What follows belongs to an exercise in optimizing a design on an open flow for small area, a short achievable clock period and few clock cycles; a production flow would make more cautious choices.
At most, simulation tests tie the RTL to the original design; equivalence was not proved.
Only the layout flow was run in run 1; the RTL was not checked for function there.

===== flow/run.sh =====
#!/bin/bash
# Layout flow: the standard flow, except that synthesis
#  - maps the logic with an area-oriented ABC script (flow/abc_area.script)
#    instead of ORFS's delay-oriented one, and
#  - extracts only full adders (extract_fa -fa); half adders are left to ABC;
# everything else in synthesis (registers included) is unchanged; and the
# port buffers are buf_1 cells.  Each step's full output goes to its own log
# file in this folder.
set -euo pipefail
rm -rf scripts
mkdir scripts
cp -r "$FLOW_HOME/scripts/." scripts/
cp flow/abc_area.script scripts/abc_speed.script
sed -i 's/extract_fa {\*}\[dont_use_extract_fa_args\]/extract_fa -fa/' scripts/synth.tcl
grep -q '^ *extract_fa -fa$' scripts/synth.tcl
bash standard.sh SCRIPTS_DIR="$PWD/scripts" synth > synth.log 2>&1
bash standard.sh "BUFFER_PORTS_ARGS=-buffer_cell sky130_fd_sc_hd__buf_1" finish > layout.log 2>&1

===== flow/abc_area.script =====
&get -n
&st
&dch
&nf -a
&put
buffer -c
topo
stime -c
upsize -c
dnsize -c
&get -n
&st
&dch
&nf -a
&put
buffer -c
topo
stime -c
upsize -c
dnsize -c
&get -n
&st
&dch
&nf -a
&put
buffer -c
topo
stime -c
upsize -c
dnsize -c

===== standard.sh =====
#!/bin/bash
# synth_recipe.tcl (not shown) runs the flow's synth.tcl, then flattens the netlist and writes it again
# the make line also repeats each setting of config.mk as NAME=value (left out here)
make -C /OpenROAD-flow-scripts/flow DESIGN_CONFIG=/design/flow/config.mk WORK_HOME=/design/flow/orfs CLKGATE_MAP_FILE= SYNTH_SCRIPT=/design/flow/synth_recipe.tcl "${@:-finish}"

===== config.mk =====
export PLATFORM = sky130hd
export DESIGN_NAME = HLSM34
export DESIGN_NICKNAME = HLSM34
export VERILOG_FILES = /design/flow/design.v
export SDC_FILE = /design/flow/constraint.sdc
export NUM_CORES = 8
export LEC_CHECK = 0
export CAP_MARGIN = 10
export CORE_MARGIN = 2
export CORE_UTILIZATION = 60
export CTS_CLUSTER_DIAMETER = 100
export CTS_CLUSTER_SIZE = 24
export PLACE_DENSITY = 0.75
export SETUP_SLACK_MARGIN = 5
export SLEW_MARGIN = 10
export SYNTH_HIERARCHICAL = 1
export SYNTH_MINIMUM_KEEP_SIZE = 0

===== constraint.sdc =====
create_clock -name core_clock -period 300.0 [get_ports {Clk}]
set_input_delay 60.0000 -clock core_clock [delete_from_list [all_inputs] [get_ports {Clk}]]
set_output_delay 60.0000 -clock core_clock [all_outputs]
set_load 0.01 [all_outputs]

===== design.v =====
`timescale 1ns / 1ns
module HLSM34 (Clk, Rst, Start, Done, a, b, c, d, zero, z);
	input Clk, Rst, Start;
	output reg Done;
	input [63:0] a;
	input [63:0] b;
	input [63:0] c;
	input [63:0] d;
	input [63:0] zero;
	output [63:0] z;
	localparam M  = 8;               
	localparam QW = 64 + 2*M;        
	localparam CW = 3;  
	localparam SW = 4;     
	reg          busy;               
	reg          ph;                 
	reg          first;              
	reg          okr;                
	reg [CW-1:0] cnt;                
	reg [SW-1:0] shr;                
	reg [66:0]   ws, wc;             
	reg [63:0]   B;                  
	reg [QW-1:0] Q;                  
	assign z = Q[63:0];
	reg [63:0] Bn;
	reg [5:0]  s;
	integer l;
	always @(*) begin
		Bn = B;
		for (l = 5; l >= 0; l = l - 1) begin
			s[l] = ~|(Bn >> (64 - (1 << l)));
			if (s[l]) Bn = Bn << (1 << l);
		end
	end
	wire [6:0]    nmin = ({1'b0, s} + 7'd3) >> 1;                 
	wire [CW-1:0] cf   = (nmin + M - 1) / M;               
	wire [7:0]    shf  = 2 * M * cf - 2 - s;
	wire [CW-1:0] cur  = first ? cf - 1'b1 : cnt;
	wire [SW-1:0] shc  = first ? shf[SW-1:0] : shr;
	wire          last = (cur == 0);
	reg lt2;
	integer k;
	always @(*) begin
		lt2 = 1'b0;
		for (k = 0; k < 64; k = k + 1)
			lt2 = (B[k] & wc[k]) | (B[k] & lt2) | (wc[k] & lt2);
	end
	wire okc = lt2;
	reg [7:0] tzm;                           
	integer kz;
	always @(*) begin
		tzm[0] = ~B[0];
		for (kz = 1; kz < 8; kz = kz + 1) tzm[kz] = tzm[kz-1] & ~B[kz];
	end
	wire tzok = ~|((ws[7:0] ^ ~wc[7:0]) & tzm);
	wire ok  = first ? okc : okr;
	wire [68:0] D1 = {3'b000, Bn, 2'b00};     
	wire [68:0] D2 = {2'b00, Bn, 3'b000};     
	wire [2:0]  dh = Bn[62:60];
	wire [66:0] rs [0:M];
	wire [66:0] rc [0:M];
	wire [2*M-1:0] P, N;
	assign rs[0] = ws;
	assign rc[0] = wc;
	genvar i;
	generate
		for (i = 0; i < M; i = i + 1) begin : stage
			wire        inj = (i == 0) & first & ~ph;
			wire [68:0] ys = {rs[i], inj, 1'b0};
			wire [68:0] yc = {rc[i], inj, 1'b0};
			wire signed [6:0] est = ys[68:62] + yc[68:62];
			reg signed [6:0] m2, mn1;
			always @(*) begin
				case (dh)
					3'd0: begin m2 = 12; mn1 = -13; end
					3'd1: begin m2 = 14; mn1 = -15; end
					3'd2: begin m2 = 15; mn1 = -16; end
					3'd3: begin m2 = 16; mn1 = -17; end
					3'd4: begin m2 = 18; mn1 = -19; end
					3'd5: begin m2 = 20; mn1 = -20; end
					3'd6: begin m2 = 20; mn1 = -21; end
					default: begin m2 = 22; mn1 = -23; end
				endcase
			end
			wire g2  = est >= m2;
			wire g1  = dh[2] ? (est >= 6) : (est >= 4);
			wire g0  = dh[2] ? (est >= -8) : (est >= -5);
			wire gn1 = est >= mn1;
			wire pos = g1;                   
			wire neg = ~g0;                  
			wire two = g2 | ~gn1;            
			wire one = (g1 & ~g2) | (gn1 & ~g0);
			wire [68:0] mq = ({69{one}} & D1) | ({69{two}} & D2);
			wire [68:0] t  = mq ^ {69{pos}};
			wire [66:2] sm, cr;
			csa65 u_csa (.x(ys[66:2]), .y(yc[66:2]), .t(t[66:2]), .s(sm), .c(cr));
			assign rs[i+1] = {sm, t[1:0]};
			assign rc[i+1] = {cr[65:2], inj, 1'b0, pos};
			assign P[2*(M-1-i) +: 2] = {pos & two, pos & one};
			assign N[2*(M-1-i) +: 2] = {neg & two, neg & one};
		end
	endgenerate
	wire [66:0] fs = rs[M];
	wire [66:0] fc = rc[M];
	wire [66:0] fg = fs & fc;
	wire [66:0] fp = fs | fc;
	wire [66:0] fx = fs ^ fc;
	reg  [65:0] G, Pp, Gn, Pn;
	integer lv, jj;
	always @(*) begin
		G = fg[65:0]; Pp = fp[65:0];
		for (lv = 0; lv < 7; lv = lv + 1) begin
			Gn = G; Pn = Pp;
			for (jj = 0; jj < 66; jj = jj + 1)
				if (jj >= (1 << lv)) begin
					Gn[jj] = G[jj] | (Pp[jj] & G[jj - (1 << lv)]);
					Pn[jj] = Pp[jj] & Pp[jj - (1 << lv)];
				end
			G = Gn; Pp = Pn;
		end
	end
	wire        wneg  = fx[66] ^ G[65];
	wire        wzero = ~|(fx ^ {fp[65:0], 1'b0});
	wire          corr = last & wneg;
	wire [M-1:0] dnz, dng;                   
	genvar di;
	generate
		for (di = 0; di < M; di = di + 1) begin : dig
			assign dnz[di] = |P[2*(M-1-di) +: 2] | |N[2*(M-1-di) +: 2];
			assign dng[di] = |N[2*(M-1-di) +: 2];
		end
	endgenerate
	reg [M:0]     bw;                        
	reg [M-1:0]   hv, hs;                    
	reg [2*M-1:0] V;
	integer kk;
	always @(*) begin
		hv[M-1] = 1'b0; hs[M-1] = 1'b0;
		hv[M-2] = 1'b0; hs[M-2] = 1'b0;
		for (kk = M - 3; kk >= 0; kk = kk - 1) begin
			hv[kk] = hv[kk+1] | dnz[kk+1];
			hs[kk] = dnz[kk+1] ? dng[kk+1] : hs[kk+1];
		end
		bw[M]   = corr;
		bw[M-1] = corr;
		bw[M-2] = dnz[M-1] ? dng[M-1] : corr;
		for (kk = M - 3; kk >= 0; kk = kk - 1)
			bw[kk] = hv[kk] ? hs[kk] : bw[M-2];
		for (kk = 0; kk < M; kk = kk + 1)
			V[2*(M-1-kk) +: 2] = P[2*(M-1-kk) +: 2] - N[2*(M-1-kk) +: 2] - bw[kk];
	end
	wire vneg = dnz[0] ? dng[0] : bw[0];
	localparam HW = QW - 2*M;
	wire [HW-1:0] Qb = Q[HW-1:0] & {HW{~first}};
	reg  [HW:0]   az;                        
	integer jz;
	always @(*) begin
		az[0] = 1'b1;
		for (jz = 0; jz < HW; jz = jz + 1)
			az[jz+1] = az[jz] & ~Qb[jz];
	end
	wire [HW-1:0] Qh = Qb ^ ({HW{vneg}} & az[HW-1:0]);
	wire [QW-1:0] Qn = {Qh, V};
	wire [SW-1:0] sa = last ? shc : {SW{1'b0}};
	wire [QW-1:0] Qr = Qn >> sa;
	wire [QW-1:0] Qs = {Qn[QW-1:64], Qr[63:0]};
	wire [2*M-1:0] lowmask = ~({2*M{1'b1}} << shc);
	wire          lowz = ~|(V & lowmask);
	wire          eq  = wzero & lowz & ok & ~Qh[HW-1];    
	wire skip = first & ~ph & ~(okc & tzok);  
	wire tocd = ~ph & (skip | (last & ~eq));
	wire early = (|zero[63:60]) & ~(|b[63:60]);
	wire [7:0] ldg;
	genvar gi;
	generate
		for (gi = 0; gi < 8; gi = gi + 1) begin : ldsel
			ld_sel u_ld (.zhi(zero[63:60]), .bhi(b[63:60]), .busy(busy), .tocd(tocd), .ldcd(ldg[gi]));
		end
	endgenerate
	wire [66:0] ldw;                         
	wire [63:0] ldb;
	generate
		for (gi = 0; gi < 67; gi = gi + 1) begin : ldw_b
			assign ldw[gi] = ldg[gi / 17];
		end
		for (gi = 0; gi < 64; gi = gi + 1) begin : ldb_b
			assign ldb[gi] = ldg[4 + gi / 16];
		end
	endgenerate
	wire [66:0] ws_n = busy ? rs[M] : {3'b000, a};
	wire [66:0] wc_n = busy ? rc[M] : {3'b111, ~zero};
	wire [63:0] B_n  = busy ? Bn : b;
	always @(posedge Clk) begin
		Q <= Qs;
		ws <= (ldw & {3'b000, c}) | (~ldw & ws_n);
		wc <= ~ldw & wc_n;
		B  <= (ldb & d) | (~ldb & B_n);
		first <= !busy || tocd;
		cnt   <= cur - 1'b1;
		shr   <= shc;
		okr   <= ok;
	end
	always @(posedge Clk) begin
		if (Rst) begin
			busy <= 0; ph <= 0; Done <= 0;
		end else begin
			Done <= 0;
			if (!busy) begin
				if (Start) begin busy <= 1; ph <= early; end
			end else if (tocd) begin
				ph <= 1;
			end else if (last) begin
				busy <= 0; Done <= 1;
			end
		end
	end
endmodule
module csa65 (x, y, t, s, c);
	input  [64:0] x, y, t;
	output [64:0] s, c;
	assign s = x ^ y ^ t;
	assign c = (x & y) | (x & t) | (y & t);
endmodule
module ld_sel (zhi, bhi, busy, tocd, ldcd);
	input  [3:0] zhi, bhi;
	input        busy, tocd;
	output       ldcd;
	assign ldcd = busy ? tocd : ((|zhi) & ~(|bhi));
endmodule

==> run notes, run 1 <==
- Area grow syn2layout: 6.73%
- Worst setup path end: ws[9]
- Maxcap violations: 0
- Postcts setup bufs: 0
- RSZ-0062 raised after global routing: no
- Synth top cells by count: 589 x nand2_1, 563 x xnor2_1, 545 x o22ai_1
- Core area: 70000 µm²
- Critical Path AT: 62320 ps
- Wire length per cell after detailed routing: 25.6 µm
- Layout Utilization: 0.647
- CP top delay family: simple AND/OR/NAND/NOR gates
- Top cells by area, synth: fa_1 25%, dfxtp_1 13%, xnor2_1 12%
- Fin crit period: 61800 ps
- Total wire length: 158000 µm
- Number of synthesized register bits: 274
- Largest stage delay on the critical path: 940 ps
- Post-CTS sizing: 0
- I/O Buffers: 387
- Worst setup margin: 238200 ps
- Vias in the first global route: 39900
- Bufs on Longest Clock Path: 3
- Critical Path Start: zero[61]
- Row cnt: 97
- CP Depth: 7
- Max-slew violations: 0
- Yosys top cell by area: fa_1
- Drt via density: 6.86
- Global route total overflow: 0
- Layout cells sized above 1: 0.0535
- Post-Place Cells: 6160
- Synth cell types: 103
- Post-Synthesis Cells: 5136
- Worst reg2reg startpoint: B[57]
- Root Buffer: clkbuf_16
- Final Net Count: 6101
- Crit Path Max Fanout: 20
- RR Endpoint: ws[9]
- Initial Util: 0.606
- Slew headroom: 0.0983
- Hold Vio Cnt, Final: 0
- Via count: 42500
- Area of the mapped netlist: 42400 µm²
- Final worst path period share: 0.206
- Reg2Reg Setup Slack: 246390 ps
- Sink Count: 274
- Tightest Hold Check Type: flip-flop to flip-flop
- RePlAce Congestion: 1.02
- CP max-delay cell: nor2_1
- Post-Syn Area per Cell: 8.26 µm²
- I/O pin count: 388
- CP Class: primary input to flip-flop
- Share of synthesized area occupied by flip-flops and latches: 0.129
- Fmax achieved: 16.2 MHz
- Post-synth EDFFs: 0
- Post-DP HPWL: 119000 µm
- Clock skew: 34.2 ps
- Clock transition at the registers of the reported paths: 90 ps
- Crit path cell chain: buf_1 -> nor4_1 -> o31ai_4 -> buf_4 -> nor2_1 -> a222oi_1 -> inv_1
- Die Y: 270 µm
- Outcome: finished clean
- Clock Latency Late Sink: 600 ps
- H-tree depth: 1
- Critical Path Start Type: primary input
- Ys flop type: dfxtp_1
- CTS tree: done
- DRT Pass-1 Iters: 8
- Worst slack at placement: 237680 ps
- Non-filler cells, final: 6194
- Post-route ant nets: 0
- Crit path buf inv count: 3
- Top-area cell type share of the netlist area: 0.253
- Largest net degree at the start of global routing: 90
- Count leader, synth: nand2_1
- R2R depth: 172
- Slew @ Worst Pin: 1320 ps
- Final setup violation count: 0
- Die Area: 72900 µm²
- Synthesis warning total: 7
- FFs w/ async S/R, synth: 0
- Initial DRC count: 6200
- Hold Buf Count CTS: 0
- Global-route wire length before repair: 243000 µm
- Initial antenna violation count: 4
- Die W: 270 µm
- Setup TNS: 0 ps
- Total track usage: 0.425
- DRC Markers: 0
- CP Capture Type: flip-flop
- CTS buffer count: 19
- Req. time, crit path: 300520 ps
[routing by layer]
| layer | share of wire | track usage | vias to the layer above |
|---|---|---|---|
| met5 | 0.00018 | 0 | - |
| met4 | 0.057 | 0.200 | 4 |
| met3 | 0.13 | 0.105 | 516 |
| met2 | 0.43 | 0.633 | 3115 |
| met1 | 0.38 | 0.583 | 20400 |
| li1 | - | - | 18400 |
[state kept, by name, indices dropped and copies added (netlist names)]
name,flops
okr,1
first,1
Done,1
Q,64
busy,1
shr,4
B,64
ph,1
wc,67
cnt,3
ws,67
[layout by cell type (no fill, tap or decap), drive strengths merged, types with 47 or more instances in the layout]
cell and count:
fa 536, xnor2 563, o22ai 545, xor2 136, a21oi 261, inv 54, nor2 389, buf 494
o21ai 450, nand2 590, mux2i 239, nand3 65, dfxtp 274, a22oi 47
[modules after synthesis (local to each module, per instance)]
module	area, µm²	flops+latches
csa65	1300	0
ld_sel	30.0	0
HLSM34	31800	274
[cell families (layout without fill, tap and decap cells)]
family / Yosys count / after routing / synth area share
compound gates: 1597 / 1597 / 0.234
simple gates: 1289 / 1289 / 0.133
xor+xnor: 699 / 699 / 0.144
fa+ha+maj: 540 / 540 / 0.254
buf+inv: 471 / 575 / 0.0420
flops: 274 / 274 / 0.129
mux: 265 / 265 / 0.0633
other cells: 1 / 15 / 0.0000884
[per-stage QoR]
| step | instance area, µm² | hold WS, ps |
|---|---|---|
| 2_1_floorplan | 42500 | 446 |
| 3_3_place_gp | 44600 | 455 |
| 3_5_place_dp | 44600 | 468 |
| 4_1_cts | 45300 | 492 |
| 5_1_grt | 45300 | 516 |
| 6_report | 45300 | 491 |
[tightest hold or removal path, stage by stage, from the launching register on]
cell     delay [ps]
dfxtp_1         320
nand2_1          50
o31ai_1          90
[worst min-delay path by stage]
stage               from   to  slack (ps)  cells past startpoint
floorplan            okr  okr         450                      2
global placement     okr  okr         450                      2
detailed placement   okr  okr         470                      2
CTS                  okr  okr         490                      2
global route         okr  okr         520                      2
finish               okr  okr         490                      2
[layout make-up]
class	count	area, µm²
multi-input combinational	4403	35500
fill	6216	24700
sequential	274	5490
timing repair buffer	494	2260
tap	940	1180
clock buffer	21	493
inverter	50	188
clock inverter	10	140
antenna	2	5.00
==> run 2: changes to the inputs <==
--- a/design.v
+++ b/design.v
@@ -170,31 +170,33 @@
 	wire skip = first & ~ph & ~(okc & tzok);  
 	wire tocd = ~ph & (skip | (last & ~eq));
 	wire early = (|zero[63:60]) & ~(|b[63:60]);
-	wire [7:0] ldg;
+	wire [7:0] s_c, s_i, s_r;
 	genvar gi;
 	generate
 		for (gi = 0; gi < 8; gi = gi + 1) begin : ldsel
-			ld_sel u_ld (.zhi(zero[63:60]), .bhi(b[63:60]), .busy(busy), .tocd(tocd), .ldcd(ldg[gi]));
-		end
-	endgenerate
-	wire [66:0] ldw;                         
-	wire [63:0] ldb;
-	generate
-		for (gi = 0; gi < 67; gi = gi + 1) begin : ldw_b
-			assign ldw[gi] = ldg[gi / 17];
-		end
-		for (gi = 0; gi < 64; gi = gi + 1) begin : ldb_b
-			assign ldb[gi] = ldg[4 + gi / 16];
-		end
-	endgenerate
-	wire [66:0] ws_n = busy ? rs[M] : {3'b000, a};
-	wire [66:0] wc_n = busy ? rc[M] : {3'b111, ~zero};
-	wire [63:0] B_n  = busy ? Bn : b;
+			ld_sel u_ld (.zhi(zero[63:60]), .bhi(b[63:60]), .busy(busy), .tocd(tocd),
+				.sc(s_c[gi]), .si(s_i[gi]), .sr(s_r[gi]));
+		end
+	endgenerate
+	wire [66:0] wsc, wsi, wsr;                
+	wire [63:0] bsc, bsi, bsr;                
+	generate
+		for (gi = 0; gi < 67; gi = gi + 1) begin : wsel
+			assign wsc[gi] = s_c[gi / 17];
+			assign wsi[gi] = s_i[gi / 17];
+			assign wsr[gi] = s_r[gi / 17];
+		end
+		for (gi = 0; gi < 64; gi = gi + 1) begin : bsel
+			assign bsc[gi] = s_c[4 + gi / 16];
+			assign bsi[gi] = s_i[4 + gi / 16];
+			assign bsr[gi] = s_r[4 + gi / 16];
+		end
+	endgenerate
 	always @(posedge Clk) begin
 		Q <= Qs;
-		ws <= (ldw & {3'b000, c}) | (~ldw & ws_n);
-		wc <= ~ldw & wc_n;
-		B  <= (ldb & d) | (~ldb & B_n);
+		ws <= (wsc & {3'b000, c}) | (wsi & {3'b000, a}) | (wsr & rs[M]);
+		wc <= (wsi & {3'b111, ~zero}) | (wsr & rc[M]);
+		B  <= (bsc & d) | (bsi & b) | (bsr & Bn);
 		first <= !busy || tocd;
 		cnt   <= cur - 1'b1;
 		shr   <= shc;
@@ -221,9 +223,12 @@
 	assign s = x ^ y ^ t;
 	assign c = (x & y) | (x & t) | (y & t);
 endmodule
-module ld_sel (zhi, bhi, busy, tocd, ldcd);
+module ld_sel (zhi, bhi, busy, tocd, sc, si, sr);
 	input  [3:0] zhi, bhi;
 	input        busy, tocd;
-	output       ldcd;
-	assign ldcd = busy ? tocd : ((|zhi) & ~(|bhi));
+	output       sc, si, sr;
+	wire early = (|zhi) & ~(|bhi);
+	assign sc = busy ? tocd : early;
+	assign si = ~busy & ~early;
+	assign sr = busy & ~tocd;
 endmodule
==> run notes, run 2 <==
- Outcome: finished clean
- FFs w/ async S/R, synth: 0
- Top-area cell type share of the netlist area: 0.257
- Sink Count: 274
- Drt via density: 7.03
- I/O Buffers: 387
- Worst reg2reg startpoint: B[35]
- Critical Path Start Type: primary input
- Row cnt: 96
- CTS tree: done
- Fill cells: 6089
- Initial DRC count: 6614
- Setup TNS: 0 ps
- DRT Pass-1 Iters: 10
- Post-synth EDFFs: 0
- Number of synthesized register bits: 274
- Final setup violation count: 0
- Via count: 42800
- Synth top cells by count: 560 x o22ai_1, 536 x fa_1, 485 x nand2_1
- Core area: 68700 µm²
- Vias in the first global route: 40700
- Root Buffer: clkbuf_16
- Post-route ant nets: 0
- Tightest Hold Check Type: flip-flop to flip-flop
- Wire length per cell after detailed routing: 27.3 µm
- RSZ-0062 raised after global routing: no
- Global-route wire length before repair: 249000 µm
- CTS buffer count: 20
- Ys flop type: dfxtp_1
- Maxcap violations: 0
- DRC Markers: 0
- Global route total overflow: 0
- Regs by FF count: wc (67), ws (67)
- Clock skew: 60.0 ps
- Req. time, crit path: 300460 ps
- Most common cell after layout, fill and taps aside: o22ai_1
- Top cells by area, synth: fa_1 26%, dfxtp_1 13%, o22ai_1 8.4%
- Slew @ Worst Pin: 1350 ps
- Slew headroom: 0.0933
- Total wire length: 166000 µm
- Clock transition at the registers of the reported paths: 80 ps
- Initial Util: 0.608
- Die W: 268 µm
- CP Class: primary input to flip-flop
- Postcts setup bufs: 0
- Max-slew violations: 0
- Total track usage: 0.456
- Layout cells sized above 1: 0.0561
- Commonest cells after routing, fill and taps aside: 560 x o22ai_1, 536 x fa_1, 477 x nand2_1
- Synthesis warning total: 7
- Bufs on Longest Clock Path: 3
- Fmax achieved: 16.0 MHz
- Count leader, synth: o22ai_1
- Largest net degree at the start of global routing: 87
- Post-DP HPWL: 126000 µm
- Largest stage delay on the critical path: 1040 ps
- Final worst path period share: 0.208
- Post-Syn Area per Cell: 8.34 µm²
- Die Area: 71700 µm²
- Final Net Count: 6000
- CP Capture Type: flip-flop
- Hold depth: 2
- Hold Buf Count CTS: 0
- RR Endpoint: wc[0]
- Clock Latency Late Sink: 600 ps
- Area grow syn2layout: 7.35%
- Post-Synthesis Cells: 5002
- CP max-delay cell: a21oi_1
- Share of synthesized area occupied by flip-flops and latches: 0.131
- Die Y: 268 µm
- RePlAce Congestion: 1.05
- Reg2Reg Setup Slack: 247840 ps
- Hold Vio Cnt, Final: 0
- I/O pin count: 388
- Hold WS: 515 ps
- Dpl cell area: 44100 µm²
- Fin crit period: 62340 ps
- Initial antenna violation count: 5
- Critical Path AT: 62800 ps
- Area of the mapped netlist: 41700 µm²
- Post-CTS sizing: 0
- Crit Path Max Fanout: 16
- Yosys top cell by area: fa_1
- Cell area after layout: 44800 µm²
- Hold Path End: okr
- Synth cell types: 96
- HP Start: okr
- H-tree depth: 1
- Crit path cell chain: buf_1 -> nor4_1 -> a21oi_1 -> inv_1 -> o21ai_0
- R2R depth: 172
==> run 2: per-module statistics from Yosys (local to each module, per instance) <==
module	cell area [µm²]	times used
csa65	1300	8
HLSM34	31000	1
ld_sel	45.0	8
==> run 2: how the worst max path moves through the flow <==
| stage | startpoint | end | slack (ps) | depth (start not counted) |
|---|---|---|---|---|
| detailed placement | zero[61] | wc[58] | 237290 | 6 |
| global placement | zero[61] | wc[59] | 237340 | 6 |
| global route | zero[61] | wc[62] | 237690 | 6 |
| CTS | zero[61] | wc[60] | 237870 | 6 |
| floorplan | zero[61] | ws[10] | 238480 | 6 |
| finish | b[61] | wc[58] | 237660 | 5 |
==> run 2: cells by family (layout without fill, tap and decap cells) <==
logic type               Yosys count  in the layout  share of synthesized area
XOR/XNOR                         689            689                      0.145
buffers and inverters            527            666                     0.0480
multiplexers                     215            215                     0.0519
AO/OA/AOI/OAI                   1615           1615                      0.244
other                              1             19                  0.0000898
flip-flops                       274            274                      0.131
adder cells (fa/ha/maj)          542            542                      0.259
AND/OR/NAND/NOR                 1139           1139                      0.122
==> run 2: area by class of cell <==
type,instances,area (µm²),area share
Sequential cell,274,5490,0.122
Multi-Input combinational cell,4213,34600,0.772
Clock inverter,12,170,0.00380
Tap cell,931,1160,0.0260
Timing Repair Buffer,515,2430,0.0541
Inverter,117,443,0.00988
Clock buffer,22,528,0.0118
Antenna cell,6,15.0,0.000335
==> run 2: per-layer routing <==
metal  track usage  vias to the layer above  part of all wire
met4         0.237                        4             0.063
li1              -                    18200                 -
met1         0.604                    20500              0.37
met3         0.153                      660              0.15
met2         0.661                     3427              0.41
met5             0                        -           0.00028
==> run 2: stage by stage <==
stage,setup slack [ps],util,instances
2_1_floorplan,238480,-,5014
3_3_place_gp,237340,0.641,6049
3_5_place_dp,237290,0.642,6050
4_1_cts,237870,0.652,6084
5_1_grt,237690,0.652,6085
6_report,237660,0.652,6090
==> run 2: critical path, delay by kind of cell <==
| family | cells | cell delay, ps |
|---|---|---|
| AO/OA/AOI/OAI | 2 | 1360 |
| AND/OR/NAND/NOR | 1 | 190 |
| buffers and inverters | 2 | 1230 |
Testbench counts of run 2, summed over its fixed seeds: cycles 33,977.
==> run 3: changes to the inputs <==
==> flow/run.sh (replaced) <==
#!/bin/bash
# Layout flow: the standard flow, except that synthesis
#  - maps the logic with an area-oriented ABC script (flow/abc_area.script)
#    instead of ORFS's delay-oriented one, and
#  - extracts only full adders (extract_fa -fa); half adders are left to ABC;
# everything else in synthesis (registers included) is unchanged.  In the
# layout the port buffers are buf_1 cells, and repair_timing works on every
# path with less than 238.7 ns of setup slack at the design's 300 ns clock
# (the paths from the inputs and to the outputs, which set the achieved
# period), not only on failing ones.  Each step's full output goes to its own
# log file in this folder.
set -euo pipefail
rm -rf scripts
mkdir scripts
cp -r "$FLOW_HOME/scripts/." scripts/
cp flow/abc_area.script scripts/abc_speed.script
sed -i 's/extract_fa {\*}\[dont_use_extract_fa_args\]/extract_fa -fa/' scripts/synth.tcl
grep -q '^ *extract_fa -fa$' scripts/synth.tcl
bash standard.sh SCRIPTS_DIR="$PWD/scripts" synth > synth.log 2>&1
bash standard.sh "BUFFER_PORTS_ARGS=-buffer_cell sky130_fd_sc_hd__buf_1" SETUP_SLACK_MARGIN=238.7 finish > layout.log 2>&1
==> run notes, run 3 <==
- Synth top cells by count: 560 x o22ai_1, 536 x fa_1, 485 x nand2_1
- Die Area: 71700 µm²
- Via count: 43100
- Post-route ant nets: 0
- Hold WS: 493 ps
- Largest stage delay on the critical path: 600 ps
- Slew @ Worst Pin: 1340 ps
- DRC Markers: 0
- Post-DP HPWL: 128000 µm
- CTS tree: done
- Critical Path Start: b[61]
- Hold Vio Cnt, Final: 0
- Share of synthesized area occupied by flip-flops and latches: 0.131
- FFs w/ async S/R, synth: 0
- Crit path cell chain: clkdlybuf4s15_2 -> nor4_4 -> a21oi_4 -> buf_2 -> a222oi_1 -> inv_1
- Post-Syn Area per Cell: 8.34 µm²
- Final setup violation count: 0
- Global-route wire length before repair: 252000 µm
- HP Start: okr
- RSZ-0062 raised after global routing: yes
- Area of the mapped netlist: 41700 µm²
- Total wire length: 170000 µm
- Number of synthesized register bits: 274
- DRT Pass-1 Iters: 13
- I/O pin count: 388
- I/O Buffers: 387
- Fill cells: 6033
- Synth cell types: 96
- Largest net degree at the start of global routing: 87
- Global route total overflow: 0
- CP top delay family: buffers and inverters
- RePlAce Congestion: 1.04
- Worst reg2reg startpoint: B[49]
- Core area: 68700 µm²
- Slew headroom: 0.0987
- Regs by FF count: wc (67), ws (67)
- Initial DRC count: 6680
- Drt via density: 7.06
- Post-synth EDFFs: 0
- Max-slew violations: 0
- Critical Path AT: 61790 ps
- Vias in the first global route: 41100
- Critical Path Start Type: primary input
- Outcome: finished clean
- CP max-delay cell: nor4_4
- Final Net Count: 6026
- Sink Count: 274
- Wire length per cell after detailed routing: 27.9 µm
- Final worst path period share: 0.204
- Tightest Hold Check Type: flip-flop to flip-flop
- Crit Path Max Fanout: 10
- CP Class: primary input to flip-flop
- Top cells by area, synth: fa_1 26%, dfxtp_1 13%, o22ai_1 8.4%
- Synthesis warning total: 7
- Initial Util: 0.608
- Bufs on Longest Clock Path: 3
- Crit path buf inv count: 3
- Row cnt: 96
- Initial antenna violation count: 8
- Most common cell after layout, fill and taps aside: o22ai_1
- Post-Synthesis Cells: 5002
- Top-area cell type share of the netlist area: 0.257
- Area grow syn2layout: 8.23%
- Maxcap violations: 0
- Clock Latency Late Sink: 590 ps
- Commonest cells after routing, fill and taps aside: 560 x o22ai_1, 536 x fa_1, 477 x nand2_1
- Total track usage: 0.464
- Count leader, synth: o22ai_1
- Reg2Reg Setup Slack: 249110 ps
- Die W: 268 µm
- Clock skew: 29.6 ps
- Req. time, crit path: 300480 ps
- Setup TNS: 0 ps
- H-tree depth: 1
- Fmax achieved: 16.3 MHz
- Root Buffer: clkbuf_16
- Die Y: 268 µm
- Ys flop type: dfxtp_1
- CP Capture Type: flip-flop
- Layout cells sized above 1: 0.0655
- CTS buffer count: 20
- Clock transition at the registers of the reported paths: 90 ps
- Fin crit period: 61310 ps
- Yosys top cell by area: fa_1
run 3: cell counts after synthesis:
No cell type changed its count.
run 3: layout make-up:
cell class                      instances  area, µm²  share of cell area
Multi-Input combinational cell       4213      34700               0.768
Sequential cell                       274       5490               0.121
Timing Repair Buffer                  538       2620              0.0580
Tap cell                              931       1160              0.0258
Clock buffer                           23        553              0.0122
Inverter                              117        458              0.0101
Clock inverter                         10        158             0.00349
Timing Repair inverter                  3       22.5            0.000499
Antenna cell                            5       12.5            0.000277
run 3: timing repair:
action                                  CTS  global route
gates resized for setup                  32            17
hold buffers                              0             0
endpoints found under the setup margin  167            87
cloned                                    2             3
setup buffers                             3             4
pin swaps                                 0             4
run 3: metal layers:
metal	wire, µm	vias up	global-route usage
met4	11000	10	0.252
met5	79	-	0
met1	62800	20700	0.613
met3	25500	675	0.150
li1	-	18200	-
met2	70800	3579	0.675
run 3: final timing paths:
kind | endpoint | cells after the start
worst min register to register | okr | 2
worst max-delay path | ws[25] | 6
worst max register to register | wc[0] | 178
worst min-delay path | okr | 2
run 3: per-stage QoR:
step	std cells	worst slack, ps	area (µm²)	util
floorplan	5014	238550	42000	-
global route	6111	238680	45200	0.657
global placement	6064	237730	44200	0.643
finish	6114	238690	45200	0.658
detailed placement	6064	237680	44200	0.643
CTS	6102	238710	45100	0.656
run 3: cell families (layout without fill, tap and decap cells):
group | after synthesis | after routing | share of synthesized area
AND/OR/NAND/NOR | 1139 | 1139 | 0.122
XOR/XNOR | 689 | 689 | 0.145
buffers and inverters | 527 | 691 | 0.0480
flip-flops | 274 | 274 | 0.131
adder cells (fa/ha/maj) | 542 | 542 | 0.259
multiplexers | 215 | 215 | 0.0519
other | 1 | 18 | 0.0000898
AO/OA/AOI/OAI | 1615 | 1615 | 0.244
run 3: tightest hold or removal path, cell delays in order (launching register included):
cell and delay (ps):
dfxtp_1 320, nand2_1 40, o31ai_1 90
run 3: Yosys stat by module, one instance, submodules excluded:
module  area (µm²)  flops+latches
ld_sel        45.0              0
HLSM34       31000            274
csa65         1300              0
==> run 4: changes to the inputs <==
==> flow/abc_area.script (replaced) <==
&get -n
&st
&dch
&nf -a
&put
topo
dnsize -c
&get -n
&st
&dch
&nf -a
&put
topo
dnsize -c
--- a/config.mk
+++ b/config.mk
@@ -5,13 +5,13 @@
 export SDC_FILE = /design/flow/constraint.sdc
 export NUM_CORES = 8
 export LEC_CHECK = 0
-export CAP_MARGIN = 10
+export CAP_MARGIN = 3
 export CORE_MARGIN = 2
 export CORE_UTILIZATION = 60
 export CTS_CLUSTER_DIAMETER = 100
 export CTS_CLUSTER_SIZE = 24
 export PLACE_DENSITY = 0.75
 export SETUP_SLACK_MARGIN = 5
-export SLEW_MARGIN = 10
+export SLEW_MARGIN = 3
 export SYNTH_HIERARCHICAL = 1
 export SYNTH_MINIMUM_KEEP_SIZE = 0
==> run notes, run 4 <==
- Commonest cells after routing, fill and taps aside: 545 x o22ai_1, 536 x fa_1, 502 x xnor2_1
- Top-area cell type share of the netlist area: 0.269
- Synthesis warning total: 7
- Crit Path Max Fanout: 17
- Final worst path period share: 0.204
- Die W: 262 µm
- Final Net Count: 5991
- Largest stage delay on the critical path: 660 ps
- Initial DRC count: 6267
- Tightest Hold Check Type: flip-flop to flip-flop
- Number of synthesized register bits: 274
- Wl on met1: 60100 µm
- Bufs on Longest Clock Path: 3
- Dpl cell area: 43700 µm²
- Core area: 65900 µm²
- Fill cells: 5817
- Post-DP HPWL: 122000 µm
- Clock skew: 27.7 ps
- CP Class: primary input to flip-flop
- RePlAce Congestion: 1.00
- DRC Markers: 0
- Ys flop type: dfxtp_1
- Most common cell after layout, fill and taps aside: o22ai_1
- Crit path cell chain: buf_2 -> or4_4 -> a31o_4 -> a222oi_1 -> clkinv_1
- Root Buffer: clkbuf_16
- CP Capture Type: flip-flop
- Post-Syn Area per Cell: 8.69 µm²
- Req. time, crit path: 300450 ps
- Yosys top cell by area: fa_1
- Post-synth EDFFs: 0
- DRT Pass-1 Iters: 9
- CTS buffer count: 17
- RSZ-0062 raised after global routing: no
- Post-Synthesis Cells: 4600
- Die Area: 68700 µm²
- Hold Vio Cnt, Final: 0
- Outcome: finished clean
- Sink Count: 274
- Maxcap violations: 0
- Fmax achieved: 16.3 MHz
- Critical Path AT: 61710 ps
- Area of the mapped netlist: 40000 µm²
- Layout cells sized above 1: 0.0414
- Die Y: 262 µm
- Post-route ant nets: 0
- Area grow syn2layout: 11.3%
- Met3 Wirelength: 22100 µm
- Cell area after layout: 44500 µm²
- Row cnt: 94
- Initial antenna violation count: 11
- Layout Utilization: 0.676
- Share of synthesized area occupied by flip-flops and latches: 0.137
- Synth cell types: 60
- Global-route wire length before repair: 244000 µm
- Final setup violation count: 0
- Drt via density: 7.06
- Slew headroom: 0.133
- FFs w/ async S/R, synth: 0
- Total wire length: 163000 µm
- Max-slew violations: 0
- CP max-delay cell: or4_4
- Initial Util: 0.607
- Max layer used: met5
- Regs by FF count: wc (67), ws (67)
- Top cells by area, synth: fa_1 27%, dfxtp_1 14%, xnor2_1 11%
- Count leader, synth: o22ai_1
- Via count: 42500
- Wire length per cell after detailed routing: 27.1 µm
- Total track usage: 0.466
- Largest net degree at the start of global routing: 107
- Fin crit period: 61260 ps
- I/O Buffers: 387
- Global route total overflow: 0
- H-tree depth: 1
- Vias in the first global route: 40000
- I/O pin count: 388
- Setup TNS: 0 ps
- Slew @ Worst Pin: 1300 ps
- Clock Latency Late Sink: 580 ps
- Critical Path Start Type: primary input
- CTS tree: done
- Clock transition at the registers of the reported paths: 100 ps
- Synth top cells by count: 545 x o22ai_1, 536 x fa_1, 502 x xnor2_1
- WL met2: 69100 µm
- Hold WS: 497 ps
## run 4: cell count changes after synthesis, moves of 46 or more
cell      previous run  this run
o21ai_0            363       417
mux2i_1            202       143
inv_1              113         0
clkbuf_1           356         0
xor2_1             319       195
clkinv_1             3       107
xnor2_1            370       502
buf_1               46         0
mux2_1               0        57
## run 4: Yosys stat by module, one instance, submodules excluded
module,times used,cell area [µm²],flops+latches,cells
ld_sel,8,41.3,0,7
HLSM34,1,29200,274,4024
csa65,8,1300,0,65
## run 4: area by class of cell
cell class                 count  area, µm²  area share
tap                          864       1080      0.0243
clock inverter                 7        100     0.00225
multi-input combinational   4231      34600       0.778
inverter                     107        422     0.00948
clock buffer                  20        447      0.0100
sequential                   274       5490       0.123
timing repair buffer         501       2330      0.0523
antenna                        7       17.5    0.000394
## run 4: metrics by stage
stage	setup WS, ps	instances
floorplan	238670	4612
global placement	237770	5968
detailed placement	237710	5968
CTS	238570	6004
global route	238700	6011
finish	238740	6011
## run 4: cell families after synthesis
kind of cell    share of synthesized area
compound gates                      0.254
simple gates                        0.125
xor+xnor                            0.153
fa+ha+maj                           0.270
flops                               0.137
mux                                0.0519
buf+inv                            0.0101
other cells                     0.0000938
## run 4: path summary, 6_finish.rpt
check,from,end,slack [ps],cells past startpoint
worst max-delay path,zero[61],ws[32],238740,5
worst min-delay path,okr,okr,500,2
worst max register to register,B[52],wc[60],245570,175
worst min register to register,okr,okr,500,2
## run 4: repair_timing
action | 4_1_cts | 5_1_grt
buffers inserted | 9 | 0
pin swaps | 5 | 0
gates resized for setup | 21 | 6
endpoints found under the setup margin | 193 | 55
hold buffers | 0 | 0
## run 4: worst max-delay path: cells and delay by family
kind,cells,cell delay (ps)
buffers and inverters,2,340
AND/OR/NAND/NOR,1,660
AO/OA/AOI/OAI,2,700
## run 4: metal layers
| layer | track usage | up-vias |
|---|---|---|
| li1 | - | 18200 |
| met1 | 0.611 | 20300 |
| met2 | 0.688 | 3292 |
| met3 | 0.132 | 669 |
| met4 | 0.277 | 2 |
| met5 | 0 | - |
==> run 5: changes to the inputs <==
--- a/config.mk
+++ b/config.mk
@@ -5,13 +5,14 @@
 export SDC_FILE = /design/flow/constraint.sdc
 export NUM_CORES = 8
 export LEC_CHECK = 0
-export CAP_MARGIN = 3
+export CAP_MARGIN = 10
 export CORE_MARGIN = 2
 export CORE_UTILIZATION = 60
 export CTS_CLUSTER_DIAMETER = 100
 export CTS_CLUSTER_SIZE = 24
+export GPL_ROUTABILITY_DRIVEN = 0
 export PLACE_DENSITY = 0.75
 export SETUP_SLACK_MARGIN = 5
-export SLEW_MARGIN = 3
+export SLEW_MARGIN = 10
 export SYNTH_HIERARCHICAL = 1
 export SYNTH_MINIMUM_KEEP_SIZE = 0
==> run notes, run 5 <==
- CTS buffer count: 17
- Die Area: 68700 µm²
- Regs by FF count: wc (67), ws (67)
- Commonest cells after routing, fill and taps aside: 545 x o22ai_1, 536 x fa_1, 502 x xnor2_1
- Fmax achieved: 16.3 MHz
- Synthesis warning total: 7
- Reg2Reg Setup Slack: 244940 ps
- Drt via density: 7.14
- Setup TNS: 0 ps
- Post-Synthesis Cells: 4600
- Post-synth EDFFs: 0
- Sink Count: 274
- Number of synthesized register bits: 274
- CTS tree: done
- Vias in the first global route: 40400
- CP max-delay cell: nor4_1
- Largest net degree at the start of global routing: 103
- R2R depth: 176
- Area grow syn2layout: 11.3%
- Max-slew violations: 0
- Critical Path Start Type: primary input
- Global-route wire length before repair: 241000 µm
- Core area: 65900 µm²
- I/O pin count: 388
- Crit path buf inv count: 2
- Bufs on Longest Clock Path: 3
- Initial DRC count: 6743
- Req. time, crit path: 300460 ps
- Worst setup margin: 238690 ps
- CP Class: primary input to flip-flop
- Initial Util: 0.607
- DRC Markers: 0
- FFs w/ async S/R, synth: 0
- Synth top cells by count: 545 x o22ai_1, 536 x fa_1, 502 x xnor2_1
- Final worst path period share: 0.204
- Top cells by area, synth: fa_1 27%, dfxtp_1 14%, xnor2_1 11%
- CP top delay family: simple AND/OR/NAND/NOR gates
- Layout Utilization: 0.676
- Maxcap violations: 0
- Clock transition at the registers of the reported paths: 100 ps
- Row cnt: 94
- Crit Path Max Fanout: 16
- Post-DP HPWL: 119000 µm
- Share of synthesized area occupied by flip-flops and latches: 0.137
- Post-route ant nets: 0
- Hold Buf Count CTS: 0
- Hold depth: 2
- Crit path cell chain: buf_1 -> buf_4 -> nor4_1 -> a31o_4 -> a22oi_1 -> o21ai_0
- Global route total overflow: 0
- Die W: 262 µm
- Slew @ Worst Pin: 1370 ps
- Worst slack at placement: 237720 ps
- Top-area cell type share of the netlist area: 0.269
- Root Buffer: clkbuf_16
- Total track usage: 0.459
- Clock skew: 24.8 ps
- Yosys top cell by area: fa_1
- Slew headroom: 0.0770
- Final setup violation count: 0
- Initial antenna violation count: 1
- Via count: 42900
- Die Y: 262 µm
- Outcome: finished clean
- Post-Syn Area per Cell: 8.69 µm²
- Final Net Count: 5989
- I/O Buffers: 387
- Critical Path AT: 61770 ps
- Total wire length: 160000 µm
- Largest stage delay on the critical path: 780 ps
- CP Depth: 6
- Clock Latency Late Sink: 570 ps
- CP Capture Type: flip-flop
- Count leader, synth: o22ai_1
- Most common cell after layout, fill and taps aside: o22ai_1
- DRT Pass-1 Iters: 10
- RSZ-0062 raised after global routing: yes
- Tightest Hold Check Type: flip-flop to flip-flop
- Ys flop type: dfxtp_1
- Layout cells sized above 1: 0.0413
- Wire length per cell after detailed routing: 26.7 µm
- Area of the mapped netlist: 40000 µm²
- Synth cell types: 60
- Hold Vio Cnt, Final: 0
- H-tree depth: 1
- Fin crit period: 61310 ps
## run 5: cell count changes in the layout (fill, tap and decap cells not counted), sizes merged
cell / before / now
clkinv: 108 / 111
diode: 7 / 6
clkbuf: 20 / 18
buf: 501 / 497
inv: 5 / 2
a31o: 13 / 14
## run 5: stage by stage
stage,std cells,instance area [µm²],hold WS (ps)
after floorplan,4612,40200,427
after global placement,5966,43700,448
after detailed placement,5966,43700,449
after CTS,5997,44400,472
after global routing,5999,44500,513
final,6005,44500,477
## run 5: Yosys stat by module, one instance, submodules excluded
module | cell area (µm²) | cells inside | copies in the design
csa65 | 1300 | 65 | 8
HLSM34 | 29200 | 4024 | 1
ld_sel | 41.3 | 7 | 8
## run 5: repair_timing
item	CTS	global route
gates resized for setup	16	4
setup endpoints to repair	188	19
gates cloned	0	1
buffers inserted	7	1
pin swaps	5	3
## run 5: worst paths after layout
path               from  endpoint
setup / recovery  b[61]     B[32]
setup reg to reg  B[53]    ws[18]
hold / removal      okr       okr
hold reg to reg     okr       okr
## run 5: tightest hold or removal path, stage by stage (launching register included)
cell and delay (ps):
dfxtp_1 320, nand2_1 50, o31ai_1 80
## run 5: per-layer routing
layer	wire length, µm	vias up	global-route usage
met4	12000	0	0.278
met5	0	-	0
li1	-	18100	-
met2	67200	3544	0.666
met3	23600	745	0.148
met1	57600	20500	0.597
## run 5: cells by family after synthesis
| group | synth area share |
|---|---|
| AO/OA/AOI/OAI | 0.254 |
| XOR/XNOR | 0.153 |
| adder cells (fa/ha/maj) | 0.270 |
| buffers and inverters | 0.0101 |
| flip-flops | 0.137 |
| multiplexers | 0.0519 |
| other | 0.0000938 |
| AND/OR/NAND/NOR | 0.125 |
## run 5: final cells by class
class	count	area [µm²]
Inverter	107	422
Clock inverter	7	106
Clock buffer	17	425
Timing Repair Buffer	498	2340
Tap cell	864	1080
Fill cell	5668	21400
Multi-Input combinational cell	4232	34600
Sequential cell	274	5490
Antenna cell	6	15.0
==> run 6: changes to the inputs <==
--- a/config.mk
+++ b/config.mk
@@ -10,7 +10,6 @@
 export CORE_UTILIZATION = 60
 export CTS_CLUSTER_DIAMETER = 100
 export CTS_CLUSTER_SIZE = 24
-export GPL_ROUTABILITY_DRIVEN = 0
 export PLACE_DENSITY = 0.75
 export SETUP_SLACK_MARGIN = 5
 export SLEW_MARGIN = 10
==> run notes, run 6 <==
- Wire length per cell after detailed routing: 27.1 µm
- Maxcap violations: 0
- CTS buffer count: 17
- Outcome: finished clean
- Post-synth EDFFs: 0
- CTS tree: done
- Die Area: 68700 µm²
- Clock skew: 28.0 ps
- Commonest cells after routing, fill and taps aside: 545 x o22ai_1, 536 x fa_1, 502 x xnor2_1
- Total track usage: 0.466
- Multi-input gate area: 34600 µm²
- RSZ-0062 raised after global routing: no
- Yosys top cell by area: fa_1
- Core area: 65900 µm²
- Initial DRC count: 6491
- Most common cell after layout, fill and taps aside: o22ai_1
- Hold Buf Count CTS: 0
- Req. time, crit path: 300450 ps
- Worst slack at placement: 237710 ps
- Row cnt: 94
- Area grow syn2layout: 11.4%
- Count leader, synth: o22ai_1
- Final worst path period share: 0.204
- RePlAce Congestion: 1.00
- Vias in the first global route: 40000
- I/O pin count: 388
- Fin crit period: 61280 ps
- Tightest Hold Check Type: flip-flop to flip-flop
- Crit Path Max Fanout: 17
- Max-slew violations: 0
- Global-route wire length before repair: 244000 µm
- Synth top cells by count: 545 x o22ai_1, 536 x fa_1, 502 x xnor2_1
- Critical Path AT: 61720 ps
- Critical Path Start Type: primary input
- Slew @ Worst Pin: 1190 ps
- Cell area after layout: 44500 µm²
- Number of synthesized register bits: 274
- Sequential Area: 5490 µm²
- Layout Utilization: 0.676
- Met3 Wirelength: 22600 µm
- Largest net degree at the start of global routing: 107
- Ys flop type: dfxtp_1
- DRT Pass-1 Iters: 11
- Drt via density: 7.06
- Fill cells: 5815
- CP Class: primary input to flip-flop
- Area of the mapped netlist: 40000 µm²
- Final Net Count: 5991
- Synth cell types: 60
- Top cells by area, synth: fa_1 27%, dfxtp_1 14%, xnor2_1 11%
- H-tree depth: 1
- Hold Vio Cnt, Final: 0
- Die W: 262 µm
- Die Y: 262 µm
- Fmax achieved: 16.3 MHz
- Slew headroom: 0.188
- Clock transition at the registers of the reported paths: 100 ps
- Post-DP HPWL: 122000 µm
- Hold WS: 497 ps
- I/O Buffers: 387
- CP Capture Type: flip-flop
- Worst setup margin: 238720 ps
- DRC Markers: 0
- Root Buffer: clkbuf_16
- Wl on met1: 59900 µm
- Post-Synthesis Cells: 4600
- Final setup violation count: 0
- Share of synthesized area occupied by flip-flops and latches: 0.137
- Synthesis warning total: 7
- Max layer used: met5
- Dpl cell area: 43700 µm²
- Post-Syn Area per Cell: 8.69 µm²
- Clock Latency Late Sink: 580 ps
- Total wire length: 163000 µm
- Regs by FF count: wc (67), ws (67)
- Top-area cell type share of the netlist area: 0.269
- Via count: 42400
- Post-route ant nets: 0
- Initial Util: 0.607
- Bufs on Longest Clock Path: 3
- Initial antenna violation count: 11
- Global route total overflow: 0
- Setup TNS: 0 ps
- Sink Count: 274
- WL met2: 68900 µm
- FFs w/ async S/R, synth: 0
- Layout cells sized above 1: 0.0414
run 6: through the flow:
stage	instances
final	6012
after detailed placement	5968
after floorplan	4612
after global placement	5968
after CTS	6004
after global routing	6011
run 6: cell families (layout without fill, tap and decap cells):
family,count (synthesis),in the layout,share of synthesized area
buf+inv,107,635,0.0101
flops,274,274,0.137
mux,200,200,0.0519
compound gates,1633,1633,0.254
other cells,1,21,0.0000938
xor+xnor,697,697,0.153
fa+ha+maj,540,540,0.270
simple gates,1148,1148,0.125
run 6: repair_timing:
item | 4_1_cts | 5_1_grt
cloned | 0 | 0
setup endpoints to repair | 193 | 55
resized for setup | 21 | 6
pin swaps | 5 | 0
buffers inserted | 9 | 0
run 6: area by class of cell:
class / count / share of cell area
flip-flops and latches: 274 / 0.123
well taps: 864 / 0.0243
clock buffers: 20 / 0.0100
clock inverters: 7 / 0.00225
diodes: 8 / 0.000450
multi-input cells: 4231 / 0.778
repair buffers: 501 / 0.0523
inverters: 107 / 0.00947
run 6: worst paths after layout:
kind / cells after the start / end / start / slack, ps
min: 2 / okr / okr / 500
max: 5 / ws[32] / zero[61] / 238720
max reg2reg: 174 / ws[32] / B[52] / 245800
min reg2reg: 2 / okr / okr / 500
run 6: Yosys stat by module, one instance, submodules excluded:
module  flip-flops and latches  times used  cell area (µm²)  cells inside
HLSM34                     274           1            29200          4024
csa65                        0           8             1300            65
ld_sel                       0           8             41.3             7
run 6: metal layers:
layer / global-route usage / vias up
met3: 0.132 / 655
li1: - / 18100
met2: 0.688 / 3398
met5: 0 / -
met4: 0.277 / 2
met1: 0.611 / 20200
run 6: critical path: stages:
cell and delay [ps]:
buf_2 230, or4_4 660, a31o_4 330, a222oi_1 370
clkinv_1 110
==> run 7: changes to the inputs <==
--- a/config.mk
+++ b/config.mk
@@ -10,6 +10,7 @@
 export CORE_UTILIZATION = 60
 export CTS_CLUSTER_DIAMETER = 100
 export CTS_CLUSTER_SIZE = 24
+export GPL_TIMING_DRIVEN = 0
 export PLACE_DENSITY = 0.75
 export SETUP_SLACK_MARGIN = 5
 export SLEW_MARGIN = 10
==> run notes, run 7 <==
- Outcome: finished clean
- Crit Path Max Fanout: 16
- Post-route ant nets: 0
- Area grow syn2layout: 14.6%
- Core area: 65900 µm²
- Top-area cell type share of the netlist area: 0.269
- Largest net degree at the start of global routing: 80
- Yosys top cell by area: fa_1
- Post-DP HPWL: 126000 µm
- Final worst path period share: 0.205
- Mux cell area share after synthesis: 0.0519
- Fill cells: 5472
- Die W: 262 µm
- Die Y: 262 µm
- XOR/XNOR share of the synthesized area: 0.153
- Max-slew violations: 0
- Via count: 42500
- R2R depth: 171
- Global-route wire length before repair: 245000 µm
- Simple-Gate Fraction of Synth Area: 0.125
- Number of synthesized register bits: 274
- Clock transition at the registers of the reported paths: 90 ps
- Synth top cells by count: 545 x o22ai_1, 536 x fa_1, 502 x xnor2_1
- Final Net Count: 5985
- DRT Pass-1 Iters: 9
- Root Buffer: clkbuf_16
- Ys flop type: dfxtp_1
- Hold WS: 509 ps
- Die Area: 68700 µm²
- Post-Syn Area per Cell: 8.69 µm²
- Hold Vio Cnt, Final: 0
- Clock Latency Late Sink: 580 ps
- Initial antenna violation count: 6
- Count leader, synth: o22ai_1
- Initial Util: 0.607
- CTS buffer count: 19
- Vias in the first global route: 40100
- Row cnt: 94
- Critical Path Start Type: primary input
- Initial DRC count: 6456
- DRC Markers: 0
- Total track usage: 0.469
- Crit path cell chain: buf_2 -> nor4_2 -> a21oi_4 -> a22oi_1 -> o21ai_0
- Drt via density: 7.07
- Maxcap violations: 0
- Multi-input gate area: 34800 µm²
- I/O Buffers: 387
- Largest family of logic cells by synthesized area: adder cells
- Final setup violation count: 0
- Post-synth EDFFs: 0
- Clock skew: 30.7 ps
- Top cells by area, synth: fa_1 27%, dfxtp_1 14%, xnor2_1 11%
- Post-Place Cells: 5946
- Critical Path AT: 61860 ps
- Post-Synthesis Cells: 4600
- Area of the mapped netlist: 40000 µm²
- Non-filler cells, final: 6003
- Synth cell types: 60
- CTS tree: done
- Total wire length: 163000 µm
- H-tree depth: 1
- Hold depth: 2
- Sink Count: 274
- Wire length per cell after detailed routing: 27.2 µm
- Slew @ Worst Pin: 1360 ps
- CP Depth: 5
- Synth Area in Compound Gates: 0.254
- Post-synthesis adder-cell area fraction: 0.270
- Bufs on Longest Clock Path: 3
- Layout cells sized above 1: 0.0493
- RSZ-0062 raised after global routing: yes
- CP Class: primary input to flip-flop
- Commonest cells after routing, fill and taps aside: 545 x o22ai_1, 536 x fa_1, 502 x xnor2_1
- I/O pin count: 388
- Dpl cell area: 44700 µm²
- Synthesis warning total: 7
- CP top delay family: simple AND/OR/NAND/NOR gates
- Most common cell after layout, fill and taps aside: o22ai_1
- Tightest Hold Check Type: flip-flop to flip-flop
- RePlAce Congestion: 0.993
- Regs by FF count: wc (67), ws (67)
- Fin crit period: 61440 ps
- Largest stage delay on the critical path: 960 ps
- Req. time, crit path: 300420 ps
- Sequential Area: 5490 µm²
- Slew headroom: 0.0859
- FFs w/ async S/R, synth: 0
- CP max-delay cell: nor4_2
- Fmax achieved: 16.3 MHz
- Share of synthesized area occupied by flip-flops and latches: 0.137
- CP Capture Type: flip-flop
- Global route total overflow: 0
- Cell area after layout: 45800 µm²
- Setup TNS: 0 ps
- Crit path buf inv count: 1
## run 7: layout make-up
type,count,area share
Sequential cell,274,0.120
Multi-Input combinational cell,4231,0.760
Antenna cell,4,0.000219
Clock inverter,9,0.00287
Clock buffer,21,0.0110
Timing Repair Buffer,493,0.0725
Tap cell,864,0.0236
Inverter,107,0.00956
## run 7: worst min-delay path: stages (launching register included)
cell,delay [ps]
dfxtp_1,330
nand2_1,50
o31ai_1,90
## run 7: cell families after synthesis
kind of cell / count (synthesis)
AOI/OAI and AO/OA: 1633
xor gates and xnor gates: 697
adders and majority gates: 540
buffers and inverters: 107
DFF: 274
muxes: 200
other: 1
and+or+nand+nor: 1148
## run 7: path summary, 6_finish.rpt
check / from / to / slack, ps
max reg2reg: B[52] / ws[27] / 245570
min reg2reg: okr / okr / 510
max: b[61] / B[31] / 238560
min: okr / okr / 510
## run 7: per-module statistics from Yosys, one instance, submodules excluded
module,cells inside,times used
csa65,65,8
ld_sel,7,8
HLSM34,4024,1
## run 7: metal layers
metal	track usage	up-vias	wire [µm]
li1	-	18100	-
met5	0	-	0
met4	0.265	0	11400
met3	0.134	642	22200
met2	0.696	3267	69300
met1	0.616	20400	60300
## run 7: repair_timing
action | CTS | global route
endpoints found under the setup margin | 195 | 67
hold buffers | 0 | 0
gates resized for setup | 53 | 3
pin swaps | 8 | 4
buffers inserted | 17 | 6
## run 7: through the flow
stage | worst slack [ps] | utilization
2_1_floorplan | 238670 | -
3_3_place_gp | 207360 | 0.649
3_5_place_dp | 237480 | 0.679
4_1_cts | 238700 | 0.694
5_1_grt | 238600 | 0.695
6_report | 238560 | 0.695
==> run 8: changes to the inputs <==
--- a/config.mk
+++ b/config.mk
@@ -7,11 +7,10 @@
 export LEC_CHECK = 0
 export CAP_MARGIN = 10
 export CORE_MARGIN = 2
-export CORE_UTILIZATION = 60
+export CORE_UTILIZATION = 70
 export CTS_CLUSTER_DIAMETER = 100
 export CTS_CLUSTER_SIZE = 24
-export GPL_TIMING_DRIVEN = 0
-export PLACE_DENSITY = 0.75
+export PLACE_DENSITY = 0.8
 export SETUP_SLACK_MARGIN = 5
 export SLEW_MARGIN = 10
 export SYNTH_HIERARCHICAL = 1
==> run notes, run 8 <==
- Outcome: finished clean
- Commonest cells after routing, fill and taps aside: 545 x o22ai_1, 536 x fa_1, 502 x xnor2_1
- Critical Path Start: zero[61]
- Post-Place Cells: 5851
- Root Buffer: clkbuf_16
- CP Capture Type: flip-flop
- Top cells by area, synth: fa_1 27%, dfxtp_1 14%, xnor2_1 11%
- Core area: 56400 µm²
- Bufs on Longest Clock Path: 3
- Final Net Count: 5987
- Hold Buf Count CTS: 0
- Synth Area in Compound Gates: 0.254
- Post-synth EDFFs: 0
- Synth top cells by count: 545 x o22ai_1, 536 x fa_1, 502 x xnor2_1
- Crit path cell chain: clkbuf_2 -> or4_4 -> a31o_4 -> a222oi_1 -> clkinv_1
- Drt via density: 7.49
- Post-route ant nets: 0
- Hold Vio Cnt, Final: 0
- Post-Synthesis Cells: 4600
- Clock Latency Late Sink: 610 ps
- Final worst path period share: 0.204
- Die Area: 59000 µm²
- Global route total overflow: 0
- Clock transition at the registers of the reported paths: 100 ps
- Layout cells sized above 1: 0.0422
- Most common cell after layout, fill and taps aside: o22ai_1
- Mux cell area share after synthesis: 0.0519
- Total track usage: 0.538
- Slew headroom: 0.112
- Fin crit period: 61280 ps
- Max-slew violations: 0
- Sink Count: 274
- Vias in the first global route: 42000
- Worst reg2reg startpoint: B[52]
- Share of synthesized area occupied by flip-flops and latches: 0.137
- Crit path buf inv count: 2
- CP top delay family: compound AO/OA/AOI/OAI gates
- Initial DRC count: 7251
- Crit Path Max Fanout: 17
- Reg2Reg Setup Slack: 243840 ps
- Synthesis warning total: 7
- FFs w/ async S/R, synth: 0
- Non-filler cells, final: 5901
- Row cnt: 87
- CTS buffer count: 20
- H-tree depth: 1
- Simple-Gate Fraction of Synth Area: 0.125
- Req. time, crit path: 300450 ps
- Top-area cell type share of the netlist area: 0.269
- R2R depth: 161
- Worst setup path end: ws[29]
- Slew @ Worst Pin: 1300 ps
- Post-DP HPWL: 120000 µm
- I/O Buffers: 387
- CP Depth: 5
- Final setup violation count: 0
- Ys flop type: dfxtp_1
- Regs by FF count: wc (67), ws (67)
- Critical Path AT: 61730 ps
- Clock skew: 54.2 ps
- DRT Pass-1 Iters: 15
- Via count: 44200
- Post-Syn Area per Cell: 8.69 µm²
- Initial antenna violation count: 10
- Wire length per cell after detailed routing: 27.6 µm
- RSZ-0062 raised after global routing: yes
- Largest net degree at the start of global routing: 114
- CP Class: primary input to flip-flop
- Synth cell types: 60
- Hold WS: 547 ps
- Largest family of logic cells by synthesized area: adder cells
- Maxcap violations: 0
- Total wire length: 163000 µm
- Number of synthesized register bits: 274
- Critical Path Start Type: primary input
- Area grow syn2layout: 11.2%
- DRC Markers: 0
- CP max-delay cell: or4_4
- Largest stage delay on the critical path: 640 ps
- Post-synthesis adder-cell area fraction: 0.270
- Setup TNS: 0 ps
- Tightest Hold Check Type: flip-flop to flip-flop
- Area of the mapped netlist: 40000 µm²
- Global-route wire length before repair: 245000 µm
- CTS tree: done
- I/O pin count: 388
- XOR/XNOR share of the synthesized area: 0.153
- Yosys top cell by area: fa_1
- RePlAce Congestion: 1.12
- Fmax achieved: 16.3 MHz
- Die Y: 243 µm
- Count leader, synth: o22ai_1
- RR Endpoint: ws[29]
- Initial Util: 0.709
- Die W: 243 µm
[run 8: cell count changes in the layout (fill, tap and decap cells not counted), moves of 8 or more]
cell / change
buf_4: +84
buf_6: -13
buf_12: -31
a21oi_1: +8
o21ai_2: -8
a21oi_2: -8
buf_16: -25
buf_8: -16
[run 8: layer usage]
metal  part of all wire  wire length [µm]  GRT usage
met4              0.081             13200      0.316
met5             0.0012               190     0.0123
met2               0.41             66500      0.777
met3               0.18             28900      0.222
met1               0.33             53900      0.676
[run 8: worst min-delay path by stage]
stage,endpoint,slack [ps],cells after the start,from
floorplan,okr,430,2,okr
global placement,okr,460,2,okr
detailed placement,okr,460,2,okr
CTS,okr,490,2,okr
global route,ph,560,2,ph
finish,ph,550,2,ph
[run 8: layout make-up]
class	count	area, µm²
diodes	7	17.5
clock buffers	21	514
clock inverters	11	193
fillers	4057	11900
inverters	107	422
multi-input cells	4231	34600
flip-flops and latches	274	5490
well taps	756	946
repair buffers	494	2260
[run 8: timing repair]
action | in CTS | in global routing
pin swaps | 4 | 2
gates resized for setup | 7 | 11
buffers inserted | 11 | 0
endpoints found under the setup margin | 145 | 100
[run 8: per-stage QoR]
step | worst slack [ps] | util | cell area [µm²]
after floorplan | 238670 | - | 40200
after global placement | 237980 | 0.772 | 43600
after detailed placement | 237880 | 0.772 | 43600
after CTS | 238630 | 0.787 | 44400
after global routing | 238690 | 0.788 | 44400
final | 238720 | 0.788 | 44400
[run 8: tightest hold or removal path, stage by stage (launching register included)]
cell	delay [ps]
dfxtp_1	350
o21ai_0	90
a21oi_1	70
[run 8: per-module statistics from Yosys, one instance, submodules excluded]
module	cells	area (µm²)
ld_sel	7	41.3
HLSM34	4024	29200
csa65	65	1300
[run 8: cell families (layout without fill, tap and decap cells)]
family                     Yosys count  count (layout)
adders and majority gates          540             540
AOI/OAI and AO/OA                 1633            1633
muxes                              200             200
and+or+nand+nor                   1148            1148
DFF                                274             274
other                                1              20
xor gates and xnor gates           697             697
buffers and inverters              107             633

-- port drivers added, routing unchanged --
The results above use ideal ports. As a check the final layouts listed here were re-extracted and re-timed, cells and wires unchanged.
Step 1: set_driving_cell puts a clkbuf_16 on Clk and a buf_2 on each other input, an assumption about the parent block.
Step 2 also shifts input and output timing later by t, the mid clock arrival at the registers, as if the neighbouring blocks saw the same clock.
a / b / c = ideal / step 1 / step 2; a / b = the first two.
run | t, ns | setup slack, ns | hold slack, ns
run 1 | 0.656 | 238.197 / 238.249 / 237.593 | 0.491 / 0.491 / 0.491
run 2 | 0.641 | 237.663 / 237.705 / 237.064 | 0.515 / 0.515 / 0.515
run 3 | 0.646 | 238.689 / 238.722 / 238.084 | 0.493 / 0.493 / 0.493
run 4 | 0.632 | 238.739 / 238.771 / 238.155 | 0.497 / 0.497 / 0.497
run 5 | 0.627 | 238.693 / 238.735 / 238.108 | 0.477 / 0.477 / 0.477
run 6 | 0.632 | 238.723 / 238.768 / 238.140 | 0.497 / 0.497 / 0.497
run 7 | 0.637 | 238.558 / 238.601 / 237.964 | 0.509 / 0.509 / 0.509
run 8 | 0.649 | 238.717 / 238.726 / 238.077 | 0.547 / 0.547 / 0.547
After both steps setup and hold are still met in every run listed. The setup slack of run 8, which loses most, moves by +0.009 ns with the drivers and by -0.640 ns with both steps.
